Background: an optimization exercise with open tools, aiming at small area. Do not read the settings as production practice.
Where RTL was checked, it was by simulation tests only, not by an equivalence proof against the original.
The flow treats the clock pin as an ideal source. Dropping or thinning the clock tree relies on that and would not hold on a real chip.
No activity file was given, so power comes from the tool's default toggle rates.

run A:
## HostInterface
module HostInterface
  (
   input wire ifclk,
   input wire resetb,
   input wire fx2_hics_b,
   input [2:0] fx2_flags,
   output reg fx2_sloe_b,
   output reg fx2_slrd_b,
   output reg fx2_slwr_b,
   output fx2_slcs_b,
   output reg fx2_pktend_b,
   output [1:0] fx2_fifo_addr,
   input [15:0] fx2_fd_in,
   output [15:0] fx2_fd_out,
   output fx2_fd_oe,
   output reg [15:0] di_term_addr,
   output [31:0] di_reg_addr,
   output [31:0] di_len,
   output di_read_mode,
   output            di_read_req,
   output reg        di_read,
   input wire        di_read_rdy,
   input      [15:0] di_reg_datao,
   output reg        di_write,
   input wire        di_write_rdy,
   output di_write_mode,
   output [15:0] di_reg_datai,
   input [15:0]      di_transfer_status
   );
   localparam [1:0] RCV_CMD = 2'd0, IDLE = 2'd1, PROCESS_CMD = 2'd2, SEND_ACK = 2'd3;
   reg        empty_b, full_b, cmd_start;
   reg [15:0] fd_in;           
   reg [15:0] fd_out;
   reg [1:0]  state;
   reg        is_rd, is_wr;    
   reg        mode;            
   reg        rq0;             
   reg        fa1;             
   reg [31:0] addr;            
   reg [30:0] len;             
   reg [30:0] remn;            
   reg [3:0]  cnt;             
   reg [15:0] checksum;        
   wire hide = (state == RCV_CMD);
   assign di_reg_addr   = hide ? 32'd0 : addr;
   assign di_len        = hide ? 32'd0 : {1'b0, len};
   assign fx2_slcs_b    = 1'b0;
   assign fx2_fifo_addr = {fa1, hide & fa1};
   assign fx2_fd_out    = fd_out;
  ...
For scale: about 830 cells after synthesis, ~180 I/O pins.
Settings: LEC_CHECK=0, CAP_MARGIN=0, CORE_MARGIN=2, CORE_UTILIZATION=40, SLEW_MARGIN=0; clock period 10.0 ns.
standard.sh (not shown) runs the stock make flow with config.mk's settings and CLKGATE_MAP_FILE= SYNTH_SCRIPT=/design/flow/synth_recipe.tcl, a recipe that flattens the netlist after the stock synthesis.
==> flow/flow/run.sh <==
#!/bin/bash
# Standard synthesis, then the standard layout with: the smallest buffer on
# each port, synthesis buffers removed and every logic cell downsized at
# floorplan (repair_design restores drive where it is needed).
set -euo pipefail
bash standard.sh synth > synth.log 2>&1
export BUFFER_PORTS_ARGS="-buffer_cell sky130_fd_sc_hd__buf_1"
export REMOVE_ABC_BUFFERS=1
export POST_FLOORPLAN_TCL="$PWD/flow/downsize.tcl"
export CTS_ARGS="-sink_clustering_enable -repair_clock_nets -dont_use_dummy_load -buf_list sky130_fd_sc_hd__clkbuf_8 -sink_clustering_size 30 -sink_clustering_max_diameter 120"
bash standard.sh finish > layout.log 2>&1
==> flow/flow/downsize.tcl <==
# Swap every logic cell to the smallest cell of its family (same function and
# pins, lower drive); repair_design later upsizes or buffers where slew or
# capacitance need it.
set db [ord::get_db]
set block [ord::get_db_block]
set smallest [dict create]
foreach lib [$db getLibs] {
  foreach m [$lib getMasters] {
    set n [$m getName]
    if { ![regexp {^(sky130_fd_sc_hd__[a-z0-9]+)_([0-9]+)$} $n -> fam drv] } { continue }
    if { [lsearch -exact $::env(DONT_USE_CELLS) $n] >= 0 } { continue }
    set a [expr {[$m getWidth] * [$m getHeight]}]
    if { ![dict exists $smallest $fam] || $a < [lindex [dict get $smallest $fam] 1] } {
      dict set smallest $fam [list $m $a]
    }
  }
}
set swapped 0
foreach inst [$block getInsts] {
  set m [$inst getMaster]
  set n [$m getName]
  if { ![regexp {^(sky130_fd_sc_hd__[a-z0-9]+)_([0-9]+)$} $n -> fam drv] } { continue }
  if { [regexp {tap|fill|decap|conb|clkbuf|clkinv|dly} $fam] } { continue }
  if { ![dict exists $smallest $fam] } { continue }
  set best [lindex [dict get $smallest $fam] 0]
  if { [$best getName] ne $n } {
    if { [$inst swapMaster $best] } { incr swapped }
  }
}
puts "downsize: swapped $swapped instances"
Run A: done, clean on timing, DRC and antenna
Setup changes, run A to run B
Settings: CORE_UTILIZATION: 40 -> 65.
Findings:
The fraction of synthesized area in multiplexers was comparable across run A and run B.
Going from run A to run B, detail-routed via count per cell rose by about 13%; sequential share of layout area rose by 0.50 points.
Compared run B vs run A, and wire length after detailed routing is down in run B.
The lower initial core utilization of run A and run B is in run A.
On cell area, run B does better than run A.
[inputs] run C vs run B
Settings: CAP_MARGIN changed from 0 to 20; SLEW_MARGIN changed from 0 to 20; CORE_UTILIZATION changed from 65 to 40; CTS_BUF_LIST newly set to sky130_fd_sc_hd__clkbuf_4 sky130_fd_sc_hd__clkbuf_8.
--- outcome ---
Taking run B as the reference, in run C setup slack fell by 0.044 ns; final routed wirelength across all metal layers rose by 6.2%; vias after detailed routing fell by about 3.6%.
No functional check of the RTL was part of any run of this note.


Another version of the RTL of HostInterface (not shown whole).
Size: roughly 800 cells after synthesis, about 180 flip-flops, roughly 0.0090 mm² of cells after synthesis.
export LEC_CHECK = 0
export CAP_MARGIN = 20
export CORE_MARGIN = 2
export CORE_UTILIZATION = 40
export PLACE_DENSITY = 0.8
export SLEW_MARGIN = 20
create_clock -name core_clock -period 10.0 [get_ports {ifclk}]
==> flow/flow/run.sh <==
#!/bin/bash
# Standard synthesis, then the standard layout with: the smallest buffer on
# each port, synthesis buffers removed and every logic cell downsized at
# floorplan (repair_design restores drive where it is needed).
set -euo pipefail
bash standard.sh synth > synth.log 2>&1
export BUFFER_PORTS_ARGS="-buffer_cell sky130_fd_sc_hd__buf_1"
export REMOVE_ABC_BUFFERS=1
export POST_FLOORPLAN_TCL="$PWD/flow/downsize.tcl"
export CTS_ARGS="-sink_clustering_enable -repair_clock_nets -dont_use_dummy_load -buf_list sky130_fd_sc_hd__clkbuf_8 -sink_clustering_size 30 -sink_clustering_max_diameter 120"
export POST_CTS_TCL="$PWD/flow/clock_tree.tcl"
bash standard.sh finish > layout.log 2>&1
==> flow/flow/clock_tree.tcl <==
# Replace the clock tree that clock_tree_synthesis built (run as POST_CTS_TCL,
# before the CTS step writes its result) with a two-level tree: the
# flip-flops are split by place into groups of at most CLK_GROUP, each group
# is driven by one leaf buffer at its centre (clkbuf_4 for a group of at most
# CLK_SMALL, clkbuf_8 otherwise), and one root buffer fed by the clock port
# drives the leaf buffers.
set group [expr {[info exists ::env(CLK_GROUP)] ? $::env(CLK_GROUP) : 17}]
set small [expr {[info exists ::env(CLK_SMALL)] ? $::env(CLK_SMALL) : 9}]
set rootname [expr {[info exists ::env(CLK_ROOT_BUF)] ? $::env(CLK_ROOT_BUF) : "sky130_fd_sc_hd__clkbuf_16"}]
set block [ord::get_db_block]
set db [ord::get_db]
set root [$block findNet ifclk]

# flip-flop clock pins
set sinks {}
foreach inst [$block getInsts] {
  if { ![regexp {__(df|edf|sdf)} [[$inst getMaster] getName]] } { continue }
  foreach it [$inst getITerms] {
    if { [[$it getMTerm] getName] eq "CLK" } { lappend sinks $it }
  }
}
# remove the buffers and nets that clock_tree_synthesis made
set old_nets {}
foreach inst [$block getInsts] {
  if { [regexp {^(clkbuf_|clkload)} [$inst getName]] } {
    foreach it [$inst getITerms] {
      set net [$it getNet]
      if { $net ne "NULL" && $net ne "" && [$net getName] ne "ifclk" } { lappend old_nets $net }
    }
    odb::dbInst_destroy $inst
  }
}
foreach it $sinks { $it disconnect }
foreach net [lsort -unique $old_nets] {
  if { [llength [$net getITerms]] == 0 && [llength [$net getBTerms]] == 0 } { odb::dbNet_destroy $net }
}

# capacitated k-means on the sink positions
set pts {}
foreach it $sinks {
  set b [[$it getInst] getBBox]
  lappend pts [list [expr {([$b xMin] + [$b xMax]) / 2.0}] [expr {([$b yMin] + [$b yMax]) / 2.0}]]
}
set n [llength $pts]
set k [expr {($n + $group - 1) / $group}]
set sorted [lsort -real -index 0 $pts]
set centers {}
for {set c 0} {$c < $k} {incr c} { lappend centers [lindex $sorted [expr {int(($c + 0.5) * $n / $k)}]] }
for {set iter 0} {$iter < 30} {incr iter} {
  set pairs {}
  for {set i 0} {$i < $n} {incr i} {
    set p [lindex $pts $i]
    for {set c 0} {$c < $k} {incr c} {
      set q [lindex $centers $c]
      lappend pairs [list [expr {abs([lindex $p 0] - [lindex $q 0]) + abs([lindex $p 1] - [lindex $q 1])}] $i $c]
    }
  }
  set assign [lrepeat $n -1]
  set fill [lrepeat $k 0]
  foreach pr [lsort -real -index 0 $pairs] {
    lassign $pr d i c
    if { [lindex $assign $i] >= 0 || [lindex $fill $c] >= $group } { continue }
    lset assign $i $c
    lset fill $c [expr {[lindex $fill $c] + 1}]
  }
  set newc {}
  for {set c 0} {$c < $k} {incr c} {
    set sx 0; set sy 0; set m 0
    foreach p $pts a $assign {
      if { $a == $c } { set sx [expr {$sx + [lindex $p 0]}]; set sy [expr {$sy + [lindex $p 1]}]; incr m }
    }
    lappend newc [expr {$m ? [list [expr {$sx / $m}] [expr {$sy / $m}]] : [lindex $centers $c]}]
  }
  set centers $newc
}

proc add_buf { block master name in out x y } {
  set b [odb::dbInst_create $block $master $name]
  $b setSourceType TIMING
  foreach it [$b getITerms] {
    set t [[$it getMTerm] getName]
    if { $t eq "A" } { $it connect $in }
    if { $t eq "X" } { $it connect $out }
  }
  $b setLocation [expr {int($x)}] [expr {int($y)}]
  $b setPlacementStatus PLACED
  return $b
}
set feed [odb::dbNet_create $block "clknet_root"]
$feed setSigType CLOCK
set sx 0; set sy 0
foreach c $centers { set sx [expr {$sx + [lindex $c 0]}]; set sy [expr {$sy + [lindex $c 1]}] }
add_buf $block [$db findMaster $rootname] "clkbuf_root" $root $feed [expr {$sx / $k}] [expr {$sy / $k}]
for {set c 0} {$c < $k} {incr c} {
  set m [lindex $fill $c]
  if { $m == 0 } { continue }
  set net [odb::dbNet_create $block "clknet_leaf_$c"]
  $net setSigType CLOCK
  set bn [expr {$m <= $small ? "sky130_fd_sc_hd__clkbuf_4" : "sky130_fd_sc_hd__clkbuf_8"}]
  set q [lindex $centers $c]
  add_buf $block [$db findMaster $bn] "clkbuf_leaf_$c" $feed $net [lindex $q 0] [lindex $q 1]
  foreach it $sinks a $assign { if { $a == $c } { $it connect $net } }
  puts "clock_tree: clkbuf_leaf_$c ($bn) drives $m flip-flops"
}
detailed_placement
estimate_parasitics -placement
report_clock_skew
Scripts as last shown in full above: flow/flow/downsize.tcl
The starting point completed with no timing, DRC or antenna violations.
Edit:
--- a/flow/flow/run.sh
+++ b/flow/flow/run.sh
@@ -10,3 +10,4 @@
 export CTS_ARGS="-sink_clustering_enable -repair_clock_nets -dont_use_dummy_load -buf_list sky130_fd_sc_hd__clkbuf_8 -sink_clustering_size 30 -sink_clustering_max_diameter 120"
 export POST_CTS_TCL="$PWD/flow/clock_tree.tcl"
+export CLK_ROOT_BUF=sky130_fd_sc_hd__clkbuf_4
 bash standard.sh finish > layout.log 2>&1
- The changed run completed without violations
- final cell count is unchanged
- wire length stays flat
- register-to-register slack hardly moves
- maximum frequency barely changes
- sequential power barely changes


== run 1 ==
HostInterface again, from the RTL that the note above started with.
==> flow/config.mk <==
export PLATFORM = sky130hd
export DESIGN_NAME = HostInterface
export DESIGN_NICKNAME = HostInterface
export VERILOG_FILES = /design/flow/design.v
export SDC_FILE = /design/flow/constraint.sdc
export NUM_CORES = 4
export LEC_CHECK = 0
export CAP_MARGIN = 20
export CORE_MARGIN = 2
export CORE_UTILIZATION = 40
export PLACE_DENSITY = 0.9
export SLEW_MARGIN = 20
==> flow/constraint.sdc <==
create_clock -name core_clock -period 10.0 [get_ports {ifclk}]
set_input_delay 2.0000 -clock core_clock [delete_from_list [all_inputs] [get_ports {ifclk}]]
set_output_delay 2.0000 -clock core_clock [all_outputs]
set_load 0.01 [all_outputs]
==> flow/flow/run.sh <==
#!/bin/bash
# Standard synthesis, then the standard layout with: the smallest buffer on
# each port, synthesis buffers removed and every logic cell downsized at
# floorplan (repair_design restores drive where it is needed).
set -euo pipefail
bash standard.sh synth > synth.log 2>&1
export BUFFER_PORTS_ARGS="-buffer_cell sky130_fd_sc_hd__buf_1"
export REMOVE_ABC_BUFFERS=1
export POST_FLOORPLAN_TCL="$PWD/flow/downsize.tcl"
export CTS_ARGS="-sink_clustering_enable -repair_clock_nets -dont_use_dummy_load -buf_list sky130_fd_sc_hd__clkbuf_8 -sink_clustering_size 30 -sink_clustering_max_diameter 120"
export POST_CTS_TCL="$PWD/flow/clock_leaves.tcl"
bash standard.sh finish > layout.log 2>&1
==> flow/flow/clock_leaves.tcl <==
# After clock tree synthesis: a leaf clock buffer that drives only a few
# flip-flops is swapped for the smaller clkbuf_4 (run as POST_CTS_TCL).
set maxsinks [expr {[info exists ::env(CLK_LEAF_MAX)] ? $::env(CLK_LEAF_MAX) : 9}]
set block [ord::get_db_block]
set small [[ord::get_db] findMaster sky130_fd_sc_hd__clkbuf_4]
foreach inst [$block getInsts] {
  if { ![regexp {^clkbuf_} [$inst getName]] } { continue }
  set out ""
  foreach it [$inst getITerms] {
    if { [[$it getMTerm] getName] eq "X" } { set out [$it getNet] }
  }
  if { $out eq "" || $out eq "NULL" } { continue }
  set n 0; set leaf 1
  foreach it [$out getITerms] {
    if { [$it getInst] eq $inst } { continue }
    if { [[$it getMTerm] getName] ne "CLK" } { set leaf 0 }
    incr n
  }
  if { $leaf && $n <= $maxsinks && [[$inst getMaster] getName] ne "sky130_fd_sc_hd__clkbuf_4" } {
    $inst swapMaster $small
    puts "clock_leaves: [$inst getName] drives $n flip-flops, now clkbuf_4"
  }
}
estimate_parasitics -placement
Scripts as last shown in full above: flow/flow/downsize.tcl
Input-level comparison between run 2 and run 1:
Settings: removing PLACE_DENSITY (formerly 0.9); setting CTS_BUF_LIST to sky130_fd_sc_hd__clkbuf_4 sky130_fd_sc_hd__clkbuf_8 for the first time.
## What came out
On critical path required time, run 1 and run 2 are basically level. Looking only at global-route wire length before repair, and setting everything else aside, the higher value of run 1 and run 2 goes to run 1. Per the comparison of run 2 with run 1, number of synthesized flops with an enable pin now sits at about the same level; met3 layer wire length in the routed design now sits lower; setup slack now sits higher; power now sits lower. Compared with run 1, in run 2 part of the power in the clock network was more or less identical; via count went down 3.9%; placed cell area level. Run 1 has higher minimum period implied by the final worst setup slack than run 2.
What run 3 does differently from run 2 at the input level:
Settings: removing CTS_BUF_LIST (formerly sky130_fd_sc_hd__clkbuf_4 sky130_fd_sc_hd__clkbuf_8); setting PLACE_DENSITY to 0.8 for the first time.
[summary]
- Looking at run 2 and run 3, the endpoint required time on the critical path is a wash.
- Run 3 and run 2 ended up with roughly the same reported net switching power.
- Taking run 2 as the reference, in run 3 wire length on met1 down about 8%; final core utilization flat.
- Both conditions hold for run 3: the flow ran to the end and the final layout passed the timing, design-rule and antenna checks.
- Layout-stage area growth over the synthesis result is higher on run 2
- Route | run 3 vs run 2 | wire shorter in run 3
### run 3 -> run 4
Settings: PLACE_DENSITY now 0.7, was 0.8.
==> notes.md <==
For share of final-layout standard cells stronger than drive strength 1, run 4 and run 3 come out practically identical. Diff run 3..run 4 | first-pass GRT wire length | negligible. Delta (run 4 minus run 3): adder-cell area share of the yosys netlist barely changed; net switching share of the total power barely changed; detailed-router iteration count before antenna repair dropped 3; finished layout cell area barely changed. Diff run 3 -> run 4: power went down about 0.55%; core utilization held.
Input changes introduced in run 5 (baseline for comparison: run 4):
Settings: changing PLACE_DENSITY from 0.7 to 0.8; setting GPL_TIMING_DRIVEN to 0 for the first time.
Results
Compared run 4 against run 5; sequential power within noise. Run 5: final area is about 1.1% higher than what run 4 reported. Lower via count among run 4 and run 5: run 4. Cmp run 4 and run 5 / routed metal-1 wirelength / higher: run 4. Portion of total power attributed to the clock network in run 5 is 0.3 points higher than in run 4. On run 5: signed area change from the synthesized netlist to the final layout is 1.2 points higher than what run 4 gave. Relative to run 4, setup slack has gone up in run 5. Between run 4 and run 5, power after layout is higher for run 5, run 4 comes in under that. The detailed-routing iteration count for the pre-antenna-repair pass number comes out lower for run 4 vs run 5. Run 5 vs run 4, first-pass GRT wire length went up by about 1.3%.
Relative to run 5, the following input files were edited for run 6:
Settings: CTS_BUF_LIST now sky130_fd_sc_hd__clkbuf_4 sky130_fd_sc_hd__clkbuf_8, previously not set; PLACE_DENSITY no longer set, was 0.8; GPL_TIMING_DRIVEN no longer set, was 0.
-- flow/flow/run.sh --
<<< run 5, line 10
export CTS_ARGS="-sink_clustering_enable -repair_clock_nets -dont_use_dummy_load -buf_list sky130_fd_sc_hd__clkbuf_8 -sink_clustering_size 30 -sink_clustering_max_diameter 120"
export POST_CTS_TCL="$PWD/flow/clock_leaves.tcl"
bash standard.sh finish > layout.log 2>&1
>>> run 6, line 10
export CTS_ARGS="-sink_clustering_enable -repair_clock_nets -dont_use_dummy_load -buf_list sky130_fd_sc_hd__clkbuf_8 -sink_clustering_size 30 -sink_clustering_max_diameter 120"
bash standard.sh finish > layout.log 2>&1
removed: flow/flow/clock_leaves.tcl
[summary]
Power density relative to cell area (lower): run 6
Comparing run 5 against run 6, there is no change at all in height of the die.
Run 6 vs run 5, final estimated routing congestion in global placement went down by about 4.3%.

[afterwards: timing with drivers on the ports]
Ports are ideal in the flow. The routed layouts listed here were re-timed in OpenROAD. Step 1, drivers: a clkbuf_16 drives ifclk and a buf_2 each remaining input, both assumed. Step 2 times the ports against the registers' clock, not the clock port: input delays grow and output delays shrink by t, the midpoint of the rising clock arrivals with the driver on. Three values: ideal, step 1, step 2; two values: the first two.
| run | shift t [ns] | setup slack, ns | worst register clock-pin slew, ns | cell pins on the clock port's net |
|---|---|---|---|---|
| run A | 0.478 | 3.336 / 3.336 / 3.336 | 0.09 / 0.09 | 1 |
| run B | 0.487 | 3.380 / 3.380 / 3.380 | 0.09 / 0.09 | 1 |
| run C | 0.478 | 3.336 / 3.336 / 3.336 | 0.09 / 0.09 | 1 |
| the first run of note 2 | 0.436 | 3.157 / 3.157 / 3.157 | 0.11 / 0.11 | 1 |
| the second run of note 2 | 0.642 | 3.153 / 3.153 / 3.153 | 0.11 / 0.11 | 1 |
| run 1 | 0.493 | 3.175 / 3.175 / 3.175 | 0.11 / 0.11 | 1 |
| run 2 | 0.477 | 3.223 / 3.223 / 3.223 | 0.10 / 0.10 | 1 |
| run 3 | 0.481 | 3.159 / 3.159 / 3.159 | 0.11 / 0.11 | 1 |
| run 4 | 0.474 | 3.155 / 3.155 / 3.155 | 0.11 / 0.11 | 1 |
| run 5 | 0.485 | 3.233 / 3.233 / 3.233 | 0.09 / 0.09 | 1 |
| run 6 | 0.483 | 3.224 / 3.224 / 3.224 | 0.10 / 0.10 | 1 |
After both steps setup and hold are still met in every run listed.
